From an optimization exercise on the open Yosys and OpenROAD flow, aimed at small area, a short achievable clock period and few clock cycles; shortcuts taken in it are not production practice.
In this exercise RTL edits were held to simulation tests only and were not proved equivalent to the original.

==> flow/run.sh <==
#!/bin/bash
# synth_recipe.tcl (not shown) runs the flow's synth.tcl, then flattens the netlist and writes it again
# the make line also repeats each setting of config.mk as NAME=value (left out here)
make -C /OpenROAD-flow-scripts/flow DESIGN_CONFIG=/design/flow/config.mk WORK_HOME=/design/flow/orfs CLKGATE_MAP_FILE= SYNTH_SCRIPT=/design/flow/synth_recipe.tcl finish
==> flow/config.mk <==
export PLATFORM = sky130hd
export DESIGN_NAME = axi_matrix_accelerator
export DESIGN_NICKNAME = axi_matrix_accelerator
export VERILOG_FILES = /design/flow/design.v
export SDC_FILE = /design/flow/constraint.sdc
export NUM_CORES = 4
export LEC_CHECK = 0
export CAP_MARGIN = 20
export CORE_MARGIN = 2
export CORE_UTILIZATION = 45
export SLEW_MARGIN = 20
==> flow/constraint.sdc <==
create_clock -name core_clock -period 11.0 [get_ports {clk}]
set_input_delay 2.2000 -clock core_clock [delete_from_list [all_inputs] [get_ports {clk}]]
set_output_delay 2.2000 -clock core_clock [all_outputs]
set_load 0.01 [all_outputs]
==> flow/design.v <==
module mac #(
    parameter DATA_W = 8,
    parameter ACC_W = 32
)(
    input  logic clk,
    input  logic rst_n,         
    input  logic en,
    input  logic clear,
    input  logic signed [DATA_W-1:0] a,
    input  logic signed [DATA_W-1:0] b,
    output logic signed [ACC_W-1:0] acc
);
    logic signed [2*DATA_W-1:0] mul;
    logic signed [ACC_W-1:0] acc_next;
    assign mul = a * b;
    assign acc_next = acc + mul[ACC_W-1:0];
    always_ff @(posedge clk) begin
        if (!rst_n || clear) begin
            acc <= '0;
        end else if(en) begin
            acc <= acc_next;
        end
    end
endmodule
module mac_array_mxn #(
    parameter DATA_W = 8,
    parameter ACC_W = 32,
    parameter M = 2,          
    parameter N = 2
)(
    input  logic clk,
    input  logic rst_n,         
    input  logic en,
    input  logic clear,
    input  logic [M-1:0][N-1:0][DATA_W-1:0] a,
    input  logic [M-1:0][N-1:0][DATA_W-1:0] b,
    output logic [M-1:0][N-1:0][ACC_W-1:0]  acc
);
    genvar i, j;
    generate
        for (i=0; i<M; i++) begin : g_row
            for (j=0; j<N; j++) begin : g_col
                mac #(.DATA_W(DATA_W), .ACC_W(ACC_W)) u_mac (
                    .clk(clk),
                    .rst_n(rst_n),
                    .en(en),
                    .clear(clear),
                    .a(a[i][j]),
                    .b(b[i][j]),
                    .acc(acc[i][j])
                );
            end
        end
    endgenerate
endmodule
module matmul_datapath #(
    parameter DATA_W = 16,
    parameter ACC_W = 32,
    parameter M = 2,
    parameter N = 2,
    parameter K = 2
)(
    input logic clk,
    input logic rst_n,
    input logic en,
    input logic clear,
    input logic [$clog2(K)-1:0] k,
    input  logic [M-1:0][K-1:0][DATA_W-1:0] A,
    input  logic [K-1:0][N-1:0][DATA_W-1:0] B,
    output logic [M-1:0][N-1:0][ACC_W-1:0]  C
);
    logic [M-1:0][N-1:0][DATA_W-1:0] a_mac;
    logic [M-1:0][N-1:0][DATA_W-1:0] b_mac;
    always_comb begin
        for (int i=0; i<M; ++i) begin
            for (int j=0; j<N; ++j) begin
                a_mac[i][j] = A[i][k];
                b_mac[i][j] = B[k][j];
            end
        end
    end
    mac_array_mxn #(
        .DATA_W(DATA_W), .ACC_W(ACC_W), .M(M), .N(N)
    ) mac_array (
        .clk(clk),
        .rst_n(rst_n),
        .en(en),
        .clear(clear),
        .a(a_mac),
        .b(b_mac),
        .acc(C)
    );
endmodule
module compute_wrapper #(
    parameter DATA_W = 32,
    parameter M_MAX =  2,
    parameter K_MAX =  4,
    parameter N_MAX =  2
) (
    input logic clk,
    input logic rst_n,
    input logic [DATA_W-1:0] s_axis_a_tdata,
    input logic             s_axis_a_tvalid,
    output logic            s_axis_a_tready,
    input logic             s_axis_a_tlast,
    input logic [DATA_W-1:0] s_axis_b_tdata,
    input logic             s_axis_b_tvalid,
    output logic            s_axis_b_tready,
    input logic             s_axis_b_tlast,
    output logic [DATA_W-1:0] m_axis_c_tdata,
    output logic             m_axis_c_tvalid,
    input logic              m_axis_c_tready,
    output logic             m_axis_c_tlast,
    input logic [DATA_W-1:0] cfg_m,
    input logic [DATA_W-1:0] cfg_k,
    input logic [DATA_W-1:0] cfg_n,
    input logic        start,
    output logic       done
);
    localparam MW = $clog2(M_MAX);
    localparam KW = $clog2(K_MAX);
    localparam NW = $clog2(N_MAX);
    logic [M_MAX-1:0][K_MAX-1:0][DATA_W-1:0] A_buf;
    logic [K_MAX-1:0][N_MAX-1:0][DATA_W-1:0] B_buf;
    logic [M_MAX-1:0][N_MAX-1:0][DATA_W-1:0] C_buf;
    logic [KW-1:0] k_cnt;
    logic [MW-1:0] a_row;
    logic [KW-1:0] a_col;
    logic [KW-1:0] b_row;
    logic [NW-1:0] b_col;
    logic [MW-1:0] c_row;
    logic [NW-1:0] c_col;
    logic [DATA_W-1:0] c_data_reg;
    logic              c_valid_reg;
    logic              c_last_reg;
    logic done_pulse;        
    logic done_reg;          
    typedef enum logic [2:0] {
        IDLE,
        LOAD_A,
        LOAD_B,
        PREPARE,
        COMPUTE,
        OUTPUT,
        DONE
    } state_t;
    state_t state, next_state;
    always_ff @(posedge clk or negedge rst_n) begin
        if (!rst_n) begin
            state <= IDLE;
        end else begin
            state <= next_state;
        end
    end
    always_comb begin
        s_axis_a_tready =   0;
        s_axis_b_tready =   0;
        next_state = state;
        case (state)
            IDLE    :   begin
                if (start)
                    next_state = LOAD_A;
            end
            LOAD_A  :   begin
                s_axis_a_tready = 1;
                s_axis_b_tready = 0;
                if (s_axis_a_tvalid && s_axis_a_tready && s_axis_a_tlast)
                    next_state = LOAD_B;
            end
            LOAD_B  :   begin
                s_axis_a_tready = 0;
                s_axis_b_tready = 1;
                if (s_axis_b_tvalid && s_axis_b_tready && s_axis_b_tlast)
                    next_state = PREPARE;
            end
            PREPARE :   begin
                next_state = COMPUTE;
            end
            COMPUTE :   begin
                if ({{(DATA_W-KW){1'b0}}, k_cnt} == cfg_k-1)
                    next_state = OUTPUT;
            end
            OUTPUT  :   begin
                if (m_axis_c_tready &&  m_axis_c_tvalid && m_axis_c_tlast) begin
                    next_state = DONE;
                end
            end
            DONE    :   begin
                if (!start)
                    next_state = IDLE;
            end
            default :   next_state = IDLE;
        endcase
    end
    always_ff @(posedge clk or negedge rst_n) begin
        if (!rst_n) begin
            a_row <= 0;
            a_col <= 0;
            b_row <= 0;
            b_col <= 0;
            c_row <= 0;
            c_col <= 0;
            k_cnt <= 0;
        end else begin
            case (state)
                LOAD_A  :
                    if (s_axis_a_tvalid && s_axis_a_tready) begin
                        if (s_axis_a_tlast) begin
                            a_row <= 0;
                            a_col <= 0;
                        end else if ({{(DATA_W-KW){1'b0}}, a_col} == cfg_k-1) begin
                            a_row <= a_row + 1;
                            a_col <= 0;
                        end else
                            a_col <= a_col + 1;
                    end
                LOAD_B  :
                    if (s_axis_b_tvalid && s_axis_b_tready) begin
                        if (s_axis_b_tlast) begin
                            b_row <= 0;
                            b_col <= 0;
                        end else if ({{(DATA_W-NW){1'b0}}, b_col} == cfg_n-1) begin
                            b_row <= b_row + 1;
                            b_col <= 0;
                        end else
                            b_col <= b_col + 1;
                    end
                COMPUTE :
                    k_cnt   <=  k_cnt + 1;
                OUTPUT  :
                    if (m_axis_c_tvalid && m_axis_c_tready) begin
                        if ({{(DATA_W-NW){1'b0}}, c_col} == cfg_n-1) begin
                            c_row <= c_row + 1;
                            c_col <= 0;
                        end else
                            c_col <= c_col + 1;
                    end
                default: begin
                    a_row <= 0;
                    a_col <= 0;
                    b_row <= 0;
                    b_col <= 0;
                    c_row <= 0;
                    c_col <= 0;
                    k_cnt <= 0;
                end
            endcase
        end
    end
    always_ff @(posedge clk) begin
        if (state == LOAD_A && s_axis_a_tvalid && s_axis_a_tready)
            A_buf[a_row][a_col] <= s_axis_a_tdata;
        if (state == LOAD_B && s_axis_b_tvalid && s_axis_b_tready)
            B_buf[b_row][b_col] <= s_axis_b_tdata;
    end
    always_ff @(posedge clk or negedge rst_n) begin
        if (!rst_n) begin
            c_data_reg  <= '0;
            c_valid_reg <= 0;
            c_last_reg  <= 0;
        end else begin
            if (state == OUTPUT && !c_valid_reg && m_axis_c_tready) begin
                c_data_reg  <= C_buf[c_row][c_col];
                c_valid_reg <= 1;
                c_last_reg  <= ({{(DATA_W-MW){1'b0}}, c_row} == cfg_m-1) &&
                               ({{(DATA_W-NW){1'b0}}, c_col} == cfg_n-1);
            end
            else if (c_valid_reg && m_axis_c_tready) begin
                c_valid_reg <= 0;
                c_last_reg  <= 0;
            end
        end
    end
    assign m_axis_c_tdata   = c_data_reg;
    assign m_axis_c_tvalid  = c_valid_reg;
    assign m_axis_c_tlast   = c_last_reg;
    always_ff @(posedge clk or negedge rst_n) begin
        if (!rst_n)
            done_pulse <= 0;
        else
            done_pulse <= (state == OUTPUT) && m_axis_c_tvalid && m_axis_c_tready && m_axis_c_tlast;
    end
    always_ff @(posedge clk or negedge rst_n) begin
        if (!rst_n) begin
            done_reg <= 1'b0;
        end else if (start) begin
            done_reg <= 1'b0;
        end else if (done_pulse) begin
            done_reg <= 1'b1;
        end
    end
    assign done = done_reg;
    matmul_datapath #(
        .DATA_W (DATA_W),
        .ACC_W  (DATA_W),
        .M(M_MAX),
        .N(N_MAX),
        .K(K_MAX)
    ) u_matmul (
        .clk   (clk),
        .rst_n (rst_n),
        .en    (state == COMPUTE),
        .clear (state == PREPARE),
        .k     (k_cnt),
        .A     (A_buf),
        .B     (B_buf),
        .C     (C_buf)
    );
endmodule
module axi_lite_ctrl_wrapper #(
    parameter DATA_W = 32,
    parameter ADDR_W = 32
)(
    input   logic   clk,
    input   logic   rst_n,
    input   logic [ADDR_W-1:0]  s_axi_awaddr,
    input   logic s_axi_awvalid,
    output   logic s_axi_awready,
    input   logic [DATA_W-1:0]  s_axi_wdata,
    input   logic s_axi_wvalid,
    output   logic s_axi_wready,
    output   logic s_axi_bvalid,
    output   logic [1:0] s_axi_bresp,
    input   logic s_axi_bready,
    input  logic [ADDR_W-1:0]    s_axi_araddr,
    input  logic       s_axi_arvalid,
    output logic       s_axi_arready,
    output logic [DATA_W-1:0]    s_axi_rdata,
    output logic [1:0] s_axi_rresp,
    output logic       s_axi_rvalid,
    input  logic       s_axi_rready,
    output logic [DATA_W-1:0] cfg_m,
    output logic [DATA_W-1:0] cfg_k,
    output logic [DATA_W-1:0] cfg_n,
    output logic    start,
    input  logic    done
);
    logic [DATA_W-1:0] ctrl_reg;
    logic [DATA_W-1:0] status_reg;
    logic [DATA_W-1:0] cfg_m_reg;
    logic [DATA_W-1:0] cfg_n_reg;
    logic [DATA_W-1:0] cfg_k_reg;
    logic write_fire, write_ok, read_ok;
    logic aw_hs, w_hs, ar_hs;
    logic [DATA_W-1:0] read_data;
    always_comb begin
        aw_hs = s_axi_awvalid &&  s_axi_awready;
        w_hs = s_axi_wvalid &&  s_axi_wready;
        write_fire = aw_hs && w_hs;
        write_ok =  (s_axi_awaddr == 32'h00) ||
                    (s_axi_awaddr == 32'h08) ||
                    (s_axi_awaddr == 32'h0C) ||
                    (s_axi_awaddr == 32'h10);
        ar_hs = s_axi_arvalid &&  s_axi_arready;
    end
    always_ff @(posedge clk or negedge rst_n) begin
        if (!rst_n) begin
            ctrl_reg    <= 32'd0;
            cfg_m_reg   <= 32'd0;
            cfg_n_reg   <= 32'd0;
            cfg_k_reg   <= 32'd0;
        end
        else begin
            if (start)
                ctrl_reg[0] <= 1'b0;
            if (aw_hs && w_hs) begin
                case (s_axi_awaddr[7:0])
                    8'h00   : ctrl_reg <= s_axi_wdata;
                    8'h08   : cfg_m_reg <= s_axi_wdata;
                    8'h0C   : cfg_k_reg <= s_axi_wdata;
                    8'h10   : cfg_n_reg <= s_axi_wdata;
                    default : ;
                endcase
            end
        end
    end
    typedef enum logic [1:0] {
        W_IDLE,
        W_RESP
    } wstate_t;
    wstate_t wstate, next_wstate;
    always_ff @(posedge clk or negedge rst_n) begin
        if (!rst_n) begin
            wstate <= W_IDLE;
        end else begin
            wstate <= next_wstate;
        end
    end
    always_comb begin
        s_axi_awready   =   0;
        s_axi_wready    =   0;
        s_axi_bvalid    =   0;
        next_wstate     = wstate;
        case (wstate)
            W_IDLE  :   begin
                s_axi_awready   = 1;
                s_axi_wready    = 1;
                if (aw_hs && w_hs) begin
                    next_wstate = W_RESP;
                end
            end
            W_RESP  :   begin
                s_axi_bvalid    = 1;
                if (s_axi_bready) begin
                    next_wstate = W_IDLE;
                end
            end
            default :   next_wstate = W_IDLE;
        endcase
    end
    logic [1:0] bresp_reg;
    always_ff @(posedge clk or negedge rst_n) begin
        if (!rst_n) begin
            bresp_reg   <= 2'b0;
        end
        else if (write_fire) begin
            bresp_reg   <= write_ok ? 2'b00 : 2'b10;
        end
    end
    assign s_axi_bresp = bresp_reg;
    always_comb begin
        read_data = 32'd0;
        read_ok   = 1'b1;
        case (s_axi_araddr[7:0])
            8'h00: read_data = ctrl_reg;
            8'h04: read_data = status_reg;
            8'h08: read_data = cfg_m_reg;
            8'h0C: read_data = cfg_k_reg;
            8'h10: read_data = cfg_n_reg;
            default: begin
            read_data = 32'd0;
            read_ok   = 1'b0;
            end
        endcase
    end
    typedef enum logic {
        R_IDLE,
        R_DATA
    } rstate_t;
    rstate_t rstate, next_rstate;
    always_ff @(posedge clk or negedge rst_n) begin
        if (!rst_n)
            rstate <= R_IDLE;
        else
            rstate <= next_rstate;
    end
    always_comb begin
        s_axi_arready = 0;
        s_axi_rvalid  = 0;
        next_rstate      = rstate;
        case (rstate)
            R_IDLE: begin
                s_axi_arready = 1;
                if (ar_hs) begin
                    next_rstate = R_DATA;
                end
            end
            R_DATA: begin
                s_axi_rvalid = 1;
                if (s_axi_rready) begin
                    next_rstate = R_IDLE;
                end
            end
        endcase
    end
    logic [1:0] rresp_reg;
    always_ff @(posedge clk or negedge rst_n) begin
        if (!rst_n) begin
            rresp_reg   <= 2'b0;
            s_axi_rdata <= 32'd0;
        end
        else if (ar_hs) begin
            rresp_reg   <= read_ok ? 2'b00 : 2'b10;
            s_axi_rdata <= read_data;
        end
    end
    assign s_axi_rresp = rresp_reg;
    assign cfg_m = cfg_m_reg;
    assign cfg_k = cfg_k_reg;
    assign cfg_n = cfg_n_reg;
    assign start = ctrl_reg[0];
    always_ff @(posedge clk or negedge rst_n) begin
        if (!rst_n)
            status_reg      <= 32'd0;
        else if (start)
            status_reg[0]   <= 1'b0;     
        else if (done)
            status_reg[0]   <= 1'b1;       
    end
endmodule
module axi_matrix_accelerator #(
    parameter ADDR_W = 32,
    parameter DATA_W = 32
) (
    input  logic clk,
    input  logic rst_n,
    input  logic [ADDR_W-1:0] s_axi_awaddr,
    input  logic        s_axi_awvalid,
    output logic        s_axi_awready,
    input  logic [DATA_W-1:0] s_axi_wdata,
    input  logic        s_axi_wvalid,
    output logic        s_axi_wready,
    output logic        s_axi_bvalid,
    output logic [1:0]  s_axi_bresp,
    input  logic        s_axi_bready,
    input  logic [ADDR_W-1:0] s_axi_araddr,
    input  logic        s_axi_arvalid,
    output logic        s_axi_arready,
    output logic [DATA_W-1:0] s_axi_rdata,
    output logic [1:0]  s_axi_rresp,
    output logic        s_axi_rvalid,
    input  logic        s_axi_rready,
    input  logic [DATA_W-1:0] s_axis_a_tdata,
    input  logic        s_axis_a_tvalid,
    output logic        s_axis_a_tready,
    input  logic        s_axis_a_tlast,
    input  logic [DATA_W-1:0] s_axis_b_tdata,
    input  logic        s_axis_b_tvalid,
    output logic        s_axis_b_tready,
    input  logic        s_axis_b_tlast,
    output logic [DATA_W-1:0] m_axis_c_tdata,
    output logic        m_axis_c_tvalid,
    input  logic        m_axis_c_tready,
    output logic        m_axis_c_tlast
);
    logic        start;
    logic        done;
    logic [DATA_W-1:0] cfg_m;
    logic [DATA_W-1:0] cfg_n;
    logic [DATA_W-1:0] cfg_k;
    axi_lite_ctrl_wrapper #(
        .DATA_W (DATA_W),
        .ADDR_W (ADDR_W)
    ) u_ctrl (
        .clk            (clk),
        .rst_n          (rst_n),
        .s_axi_awaddr   (s_axi_awaddr),
        .s_axi_awvalid  (s_axi_awvalid),
        .s_axi_awready  (s_axi_awready),
        .s_axi_wdata    (s_axi_wdata),
        .s_axi_wvalid   (s_axi_wvalid),
        .s_axi_wready   (s_axi_wready),
        .s_axi_bvalid   (s_axi_bvalid),
        .s_axi_bresp    (s_axi_bresp),
        .s_axi_bready   (s_axi_bready),
        .s_axi_araddr   (s_axi_araddr),
        .s_axi_arvalid  (s_axi_arvalid),
        .s_axi_arready  (s_axi_arready),
        .s_axi_rdata    (s_axi_rdata),
        .s_axi_rresp    (s_axi_rresp),
        .s_axi_rvalid   (s_axi_rvalid),
        .s_axi_rready   (s_axi_rready),
        .cfg_m          (cfg_m),
        .cfg_k          (cfg_k),
        .cfg_n          (cfg_n),
        .start          (start),
        .done           (done)
    );
    compute_wrapper #(
        .DATA_W (DATA_W)
    ) u_compute (
        .clk                (clk),
        .rst_n              (rst_n),
        .s_axis_a_tdata     (s_axis_a_tdata),
        .s_axis_a_tvalid    (s_axis_a_tvalid),
        .s_axis_a_tready    (s_axis_a_tready),
        .s_axis_a_tlast     (s_axis_a_tlast),
        .s_axis_b_tdata     (s_axis_b_tdata),
        .s_axis_b_tvalid    (s_axis_b_tvalid),
        .s_axis_b_tready    (s_axis_b_tready),
        .s_axis_b_tlast     (s_axis_b_tlast),
        .m_axis_c_tdata     (m_axis_c_tdata),
        .m_axis_c_tvalid    (m_axis_c_tvalid),
        .m_axis_c_tready    (m_axis_c_tready),
        .m_axis_c_tlast     (m_axis_c_tlast),
        .cfg_m          (cfg_m),
        .cfg_k          (cfg_k),
        .cfg_n          (cfg_n),
        .start          (start),
        .done           (done)
    );
endmodule
==> Flow_metrics.wiki <==
{| class="wikitable"
! Metric !! Value
|-
| Die Ht || about 490 um
|-
| Worst r2r path cells || 30
|-
| TritonCTS clock tree || done
|-
| Tot GR Track Use || between 30% and 40%
|-
| Critical R2R Launch || u_compute.k_cnt[0]
|-
| Count of maximum capacitance violations || 0
|-
| Total via count in the routed design || 83888
|-
| Xor/xnor share of the synthesized area || 2.918%
|-
| Post-synth top cells || inv_1, fa_1, nand2_1, nor2_1, ha_1
|-
| Num Clock Sinks || ~850
|-
| Cell depth of the worst min-delay path || 2
|-
| Final clock period utilization by the worst path || roughly 95%
|-
| Combinational family with the most area after synthesis || adder cells
|-
| Async SR Flop Fraction || about a quarter
|-
| Synthesis warning total || 4
|-
| Via count of the first global-routing pass || 85712
|-
| Horizontal die dimension || ~490 um
|-
| Clock latency on the worst-skew pair || about 0.87 ns
|-
| Yosys cell types || 82
|-
| Crit Path Category || register to register
|-
| Weighted congestion at the end of routability-driven global placement || 0.9899
|-
| Remaining antenna violation count after routing || 0
|-
| Routed wire length per instance || about 27 um
|-
| Global-route wire length before repair || slightly below 600000 um
|-
| Final routed DRC violation total || 0
|-
| Post-DP HPWL || roughly 290000 um
|-
| Register-to-Register Setup Slack || between 0.5 and 0.6 ns
|-
| Detail-routed via count per cell || about 5.8
|-
| Hold_ws || about 0.48 ns
|-
| Cell repeated most along the worst path || fa_1
|-
| Buffer depth of the longest clock path || 3
|-
| Synthesis-to-layout area growth || 9.885%
|-
| Final-layout fill cell count || between 20000 and 25000
|-
| Final Critical Period || between 10 and 15 ns
|-
| Maximum number of pins on one net before global-route repair || approximately 170
|-
| Routed WL || around 400000 um
|-
| CP max FO || 30
|-
| Endpoints failing hold || 0
|-
| Number of placement rows || 179
|-
| Pin slew with the least headroom to its limit || around 1.2 ns
|-
| Count of input and output buffers || 222
|-
| Number of flops mapped to enable cells by yosys || 512
|-
| Data required time of the worst path || around 12 ns
|-
| Fraction of layout instances using a drive strength above 1 || 9.041%
|-
| Number of setup violations in the final report || 0
|-
| Result of the run || finished clean
|-
| Post-synthesis instance area || between 100000 and 150000 um2
|-
| Detailed router's first-iteration violation count || roughly 9100
|-
| Remaining Overflow, GRT || 0
|-
| Critical path arrival || between 10 and 15 ns
|-
| Final critical-path setup slack || ~0.57 ns
|-
| Dpl ws || approximately 1.0 ns
|-
| Cell taking the most area after synthesis || fa_1
|-
| Count of hold-fix buffers inserted at cts || 0
|-
| Type of the worst min-delay path || register to register
|-
| Aggregate negative setup slack || 0 ns
|-
| Number of clock buffers inserted by TritonCTS || 104
|-
| Setup repair bufs after CTS || 0
|-
| Floorplan die area || between 200000 and 250000 um2
|-
| Count of state elements after synthesis || around 850
|-
| Largest incremental delay on the critical path || between 0.8 and 0.9 ns
|-
| Share of the synthesized area in compound gates (AO/OA/AOI/OAI) || slightly above 7%
|-
| Seq/Total Area, Yosys || a little over a fifth
|-
| Maximum level of the CTS H-tree || 3
|-
| Most frequent cell after synthesis || inv_1
|-
| Detailed-routing iteration count for the pre-antenna-repair pass || 7
|-
| Quantity of gates resized following cts || 0
|-
| Cell chosen for the clock root || clkbuf_16
|-
| Worst clock skew || 0.1491 ns
|-
| Mean cell area of the mapped netlist || about 9.7 um2
|-
| Slowest stage cell, crit path || dfrtp_4
|-
| Cells taking the most area after synthesis || fa_1, edfxtp_1, inv_1
|-
| Post-synthesis share of cell area spent on full adders, half adders and majority gates || between 30% and 40%
|-
| Top Registers || u_compute.A_buf x256, u_compute.B_buf x256, u_compute.u_matmul.mac_array.g_row.g_col.u_mac.acc x128
|-
| Post-synthesis mux area share || 6.997%
|-
| Pins over their slew limit || 0
|-
| RSZ-0062 raised after global routing || no
|-
| Number of cells in the finished layout apart from fillers || 14426
|-
| Clock input transition at the sequential cells of the worst setup and hold paths || 0.07 ns
|-
| Synthesized-area fraction occupied by and/or/nand/nor cells || a little under an eighth
|-
| Core Area || about 240000 um2
|-
| Kind of end point of the critical path || register
|-
| Number of cells produced by synthesis || 11167
|-
| Number of ports placed on the die boundary || ~250
|-
| Top FF cell, synth || edfxtp_1
|-
| Category of the worst setup path launch point || register
|-
| Fmax || 0.09592 GHz
|-
| Top-area cell type share of the netlist area || between 30% and 40%
|-
| Placed Cells incl. Taps || 14213
|-
| Number of antenna violations at the first check in global routing || 31
|-
| Initial Utilization || approximately 45%
|-
| Net count, final || ~14000
|-
| Worst slew margin relative to its limit || 17.34%
|}
## critical path: cells and delay by family, from the launching register on
| kind | cells | cell delay, ns |
|---|---|---|
| xor+xnor | 1 | 0.58 |
| simple gates | 3 | 0.43 |
| buf+inv | 8 | 1.31 |
| flops | 1 | 0.84 |
| fa+ha+maj | 9 | 3.64 |
| compound gates | 8 | 3.08 |
| mux | 1 | 0.40 |
## kinds of logic (layout without fill, tap and decap cells)
logic type                 after synthesis  count (layout)
adders and majority gates             2372            2372
other                                    1              23
DFF                                    854             854
xor gates and xnor gates               344             344
AOI/OAI and AO/OA                     1126            1126
muxes                                  530             530
buffers and inverters                 2790            2860
and+or+nand+nor                       3150            3150
## layout by cell type (no fill, tap or decap), types with 46 or more instances in the layout
| cell type | instances |
|---|---|
| clkbuf_16 | 109 |
| fa_1 | 1752 |
| mux2_2 | 253 |
| and2_1 | 69 |
| xnor2_1 | 272 |
| a21o_1 | 46 |
| clkdlybuf4s50_1 | 221 |
| a22o_1 | 402 |
| nor2b_1 | 58 |
| a21oi_1 | 189 |
| edfxtp_1 | 512 |
| mux2i_1 | 118 |
| buf_4 | 266 |
| ha_1 | 618 |
| xor2_1 | 62 |
| mux4_2 | 154 |
| nand2_1 | 1406 |
| o21ai_0 | 228 |
| inv_1 | 2150 |
| nor2_1 | 1332 |
| dfrtp_1 | 210 |
| dfxtp_1 | 128 |
## routing by layer
layer  GRT usage [%]  wire, um  up-vias
li1                -         -    34985
met1           43.40    149600    43145
met2           47.61    167600     4858
met3           9.765     48730      878
met4           17.56     26450       22
met5               0       160        -
## final cells by class
class	count	area (um2)	share of cell area (%)
multi-input combinational	7524	74870	63.12
sequential	854	23300	19.64
inverter	2152	8085	6.816
timing repair buffer	517	4787	4.036
tap	3167	3963	3.340
clock buffer	136	2909	2.452
clock inverter	55	650.6	0.5485
antenna	21	52.55	0.04430
## how the worst max path moves through the flow
stage	from	endpoint	depth (start not counted)
after floorplan	u_compute.k_cnt[0]	register	35
after global placement	u_compute.k_cnt[0]	register	30
after detailed placement	u_compute.k_cnt[0]	register	30
after CTS	u_compute.k_cnt[0]	register	31
after global routing	u_compute.k_cnt[0]	register	30
final	u_compute.k_cnt[0]	register	30
## metrics by stage
stage / cell area (um2) / util, %
after floorplan: 108000 / -
after global placement: 115000 / 48.26
after detailed placement: 115000 / 48.26
after CTS: 118600 / 49.75
after global routing: 118600 / 49.77
final: 118600 / 49.78
Testbench counts, summed over its fixed seeds: cycles 15,226.

[re-timing with driven ports]
The flow's constraints put no driver on any port. The routed layout listed below was extracted and timed again, unchanged, in two steps.
Step 1 sets driving cells, clkbuf_16 on the clock port and buf_2 on the other inputs (assumed; they add their load-dependent delay and slew).
Step 2 moves the port delays by t, midway between the first and last clock arrival at a register: inputs arrive t later, outputs are due t later. That takes back most of the time a late clock gives input paths.
Three values: no drivers, after step 1, after step 2; two values: the first two.
shift t [ns]: 0.904
setup slack, ns: 0.574 / 0.574 / 0.574
worst setup path after step 2: register to register
latest minus earliest clock arrival (ns): 0.149 / 0.149
worst register clock-pin slew, ns: 0.07 / 0.07
After both steps this run still meets setup and hold. For this run, drivers alone change the setup slack by 0.000 ns; drivers and shift together by 0.000 ns.
